This is an optimization exercise on Yosys and OpenROAD, whose aim is small area, a short achievable clock period and few clock cycles per item, not a production implementation. Only simulation tests tie the RTL to the original design; equivalence was not proved.

Design div_sqrt_top_mvp, start of the top module:
module div_sqrt_top_mvp
  ( 
   input logic                            Clk_CI,
   input logic                            Rst_RBI,
   input logic                            Div_start_SI,
   input logic                            Sqrt_start_SI,
   input logic [C_OP_FP64-1:0]            Operand_a_DI,
   input logic [C_OP_FP64-1:0]            Operand_b_DI,
   input logic [C_RM-1:0]                 RM_SI,     
   input logic [C_FS-1:0]                 Format_sel_SI,   
   input logic                            Kill_SI,
   output logic [C_OP_FP64-1:0]           Result_DO,
   output logic [4:0]                     Fflags_SO,
   output logic                           Ready_SO,
   output logic                           Done_SO
 );
  localparam logic [3:0] S_IDLE = 4'd0,
                         S_PREP = 4'd1,
                         S_NORM = 4'd2,
                         S_ITER = 4'd3,
                         S_DENS = 4'd4,
                         S_N1   = 4'd5;
  localparam int RW = 60;    
  logic [3:0]    State_SP, State_SN;
  logic          Ready_SP, Done_SP;
  logic [RW-1:0] Rem_DP, Rem_DN;       
  logic [53:0]   Div_DP, Div_DN;       
  logic [56:0]   Quo_DP, Quo_DN;       
  logic [11:0]   Exp_a_DP, Exp_a_DN;
  logic [11:0]   Exp_b_DP, Exp_b_DN;
  logic [12:0]   Exp_z_DP, Exp_z_DN;   
  logic [5:0]    Cnt_SP, Cnt_SN;
  logic          Div_SP;               
  logic          DivA_SP, DivB_SP;     
  logic [1:0]    Fmt_SP;
  logic          F32_SP, F64_SP, F16_SP, FALT_SP;    
  logic          OfA_SP, OfA_SN, OfB_SP, OfB_SN;     
  logic [2:0]    RM_SP;
  logic          Sign_z_DP, Sign_z_DN;
  logic          Spc_SP, Spc_SN;       
  logic          Den_SP, Den_SN;       
  logic          Neg_SP, Neg_SN;       
  logic          Shf_SP, Shf_SN;       
  logic          Fst_SP, Fst_SN;       
  logic          Stk_SP, Stk_SN;       
  logic [4:0]    Flags_DP, Flags_DN;
  logic          Start_S, Ld_S;
  assign Start_S = (Div_start_SI | Sqrt_start_SI) & Ready_SP;
  assign Ld_S    = (State_SP == S_IDLE) | (State_SP == S_N1);    
  ...
clock: 15.0 ns
lec_check: 0
abc_area: 1
cap_margin: 50
core_margin: 2
core_utilization: 45
slew_margin: 80
run.sh (not shown) runs the stock make flow with config.mk's settings and CLKGATE_MAP_FILE= SYNTH_SCRIPT=/design/flow/synth_recipe.tcl, a recipe that flattens the netlist after the stock synthesis.
The baseline went through all stages and came out clean.
Testbench counts at the start, summed over its fixed seeds: cycles 997,238, ops 32,000.
Next try:
==> flow/flow/run.sh (new file) <==
#!/bin/bash
# The standard layout (the standard.sh, unchanged synthesis), with ORFS's
# timing repair asked for 10.7 ns of setup slack on the 15 ns clock, so that it
# keeps improving paths the 15 ns clock alone would leave as they are.
set -euo pipefail
export SETUP_SLACK_MARGIN=10.7
bash standard.sh > standard.log 2>&1
==> flow/standard.sh (new file) <==
#!/bin/bash
# synth_recipe.tcl (not shown) runs the flow's synth.tcl, then flattens the netlist and writes it again
# the make line also repeats each setting of config.mk as NAME=value (left out here)
make -C /OpenROAD-flow-scripts/flow DESIGN_CONFIG=/design/flow/config.mk WORK_HOME=/design/flow/orfs CLKGATE_MAP_FILE= SYNTH_SCRIPT=/design/flow/synth_recipe.tcl "${@:-finish}"
CAP_MARGIN = 30   (was 50)
CORE_UTILIZATION = 48   (was 45)
SLEW_MARGIN = 40   (was 80)
removed: flow/run.sh
Design area drops by 7.7%.
Hold slack improved by 8.9 ps.
Final cell count decreases by 3.0%.
Wire length drops by 2.1%.
Next try:
CORE_UTILIZATION = 40   (was 48)
Result: Synthesized cell count stays the same. Routed wire length increases by 1.1%. Cell count increases by about 3.3%. Setup slack improved by 25 ps. Cell area barely changes. Non-clock buffer count decreases by 4.

---

run 1:
div_sqrt_top_mvp, a different RTL version from the one above (not shown whole).
Size: roughly 4100 cells after synthesis, ~250 flip-flops, ~210 I/O pins.
==> flow/config.mk <==
export PLATFORM = sky130hd
export DESIGN_NAME = div_sqrt_top_mvp
export DESIGN_NICKNAME = div_sqrt_top_mvp
export VERILOG_FILES = /design/flow/design.v
export SDC_FILE = /design/flow/constraint.sdc
export NUM_CORES = 4
export LEC_CHECK = 0
export ABC_AREA = 1
export CAP_MARGIN = 20
export CORE_MARGIN = 2
export CORE_UTILIZATION = 40
export SLEW_MARGIN = 20
==> flow/constraint.sdc <==
create_clock -name core_clock -period 15.0 [get_ports {Clk_CI}]
set_input_delay 3.0000 -clock core_clock [delete_from_list [all_inputs] [get_ports {Clk_CI}]]
set_output_delay 3.0000 -clock core_clock [all_outputs]
set_load 0.01 [all_outputs]
standard.sh (not shown) runs the stock make flow with config.mk's settings and CLKGATE_MAP_FILE= SYNTH_SCRIPT=/design/flow/synth_recipe.tcl, a recipe that flattens the netlist after the stock synthesis.
==> flow/flow/run.sh <==
#!/bin/bash
# The standard layout (the standard.sh, unchanged synthesis), with ORFS's
# timing repair asked for 10.7 ns of setup slack on the 15 ns clock, so that it
# keeps improving paths the 15 ns clock alone would leave as they are.
set -euo pipefail
export SETUP_SLACK_MARGIN=10.7
bash standard.sh > standard.log 2>&1
Testbench counts of run 1, summed over its fixed seeds: cycles 997,238, ops 32,000.
Changes in run 2 relative to run 1:
--- a/flow/config.mk
+++ b/flow/config.mk
@@ -7,6 +7,6 @@
 export LEC_CHECK = 0
 export ABC_AREA = 1
-export CAP_MARGIN = 20
+export CAP_MARGIN = 30
 export CORE_MARGIN = 2
 export CORE_UTILIZATION = 40
-export SLEW_MARGIN = 20
+export SLEW_MARGIN = 40
==> comparison <==
Run 2 vs run 1 on share of final-layout standard cells stronger than drive strength 1: run 2 is the higher one. Highest cell delay on the worst timing path delta (run 1 -> run 2): insignificant. Run 2 ended with less number of filler cells placed in the layout than run 1. Run 2 has final non-filler cell area above what run 1 had.

==> port drivers added, routing unchanged <==
The flow's constraints put no driver on any port. The routed layouts listed below were extracted and timed again, unchanged, in two steps.
Step 1: set_driving_cell puts a clkbuf_16 on Clk_CI and a buf_2 on each other input, an assumption about the parent block.
Step 2, shift: input delay + t, output delay - t, t = (earliest + latest rising clock arrival at the registers) / 2. This alone moves slack from input paths to output paths.
Three values: no drivers, after step 1, after step 2; two values: the first two.
run | t (ns) | slack for setup (ns) | worst data-port slew with drivers (ns)
the first run of note 1 | 0.641 | 10.307 / 10.240 / 10.128 | 0.06
the second run of note 1 | 0.652 | 10.685 / 10.615 / 10.117 | 0.05
the third run of note 1 | 0.625 | 10.710 / 10.647 / 10.165 | 0.06
run 1 | 0.627 | 10.714 / 10.649 / 10.188 | 0.07
run 2 | 0.647 | 10.717 / 10.651 / 10.193 | 0.06
After both steps every run listed still meets setup and hold. For the second run of note 1, which loses most, drivers alone change the setup slack by -0.070 ns; drivers and shift together by -0.568 ns.
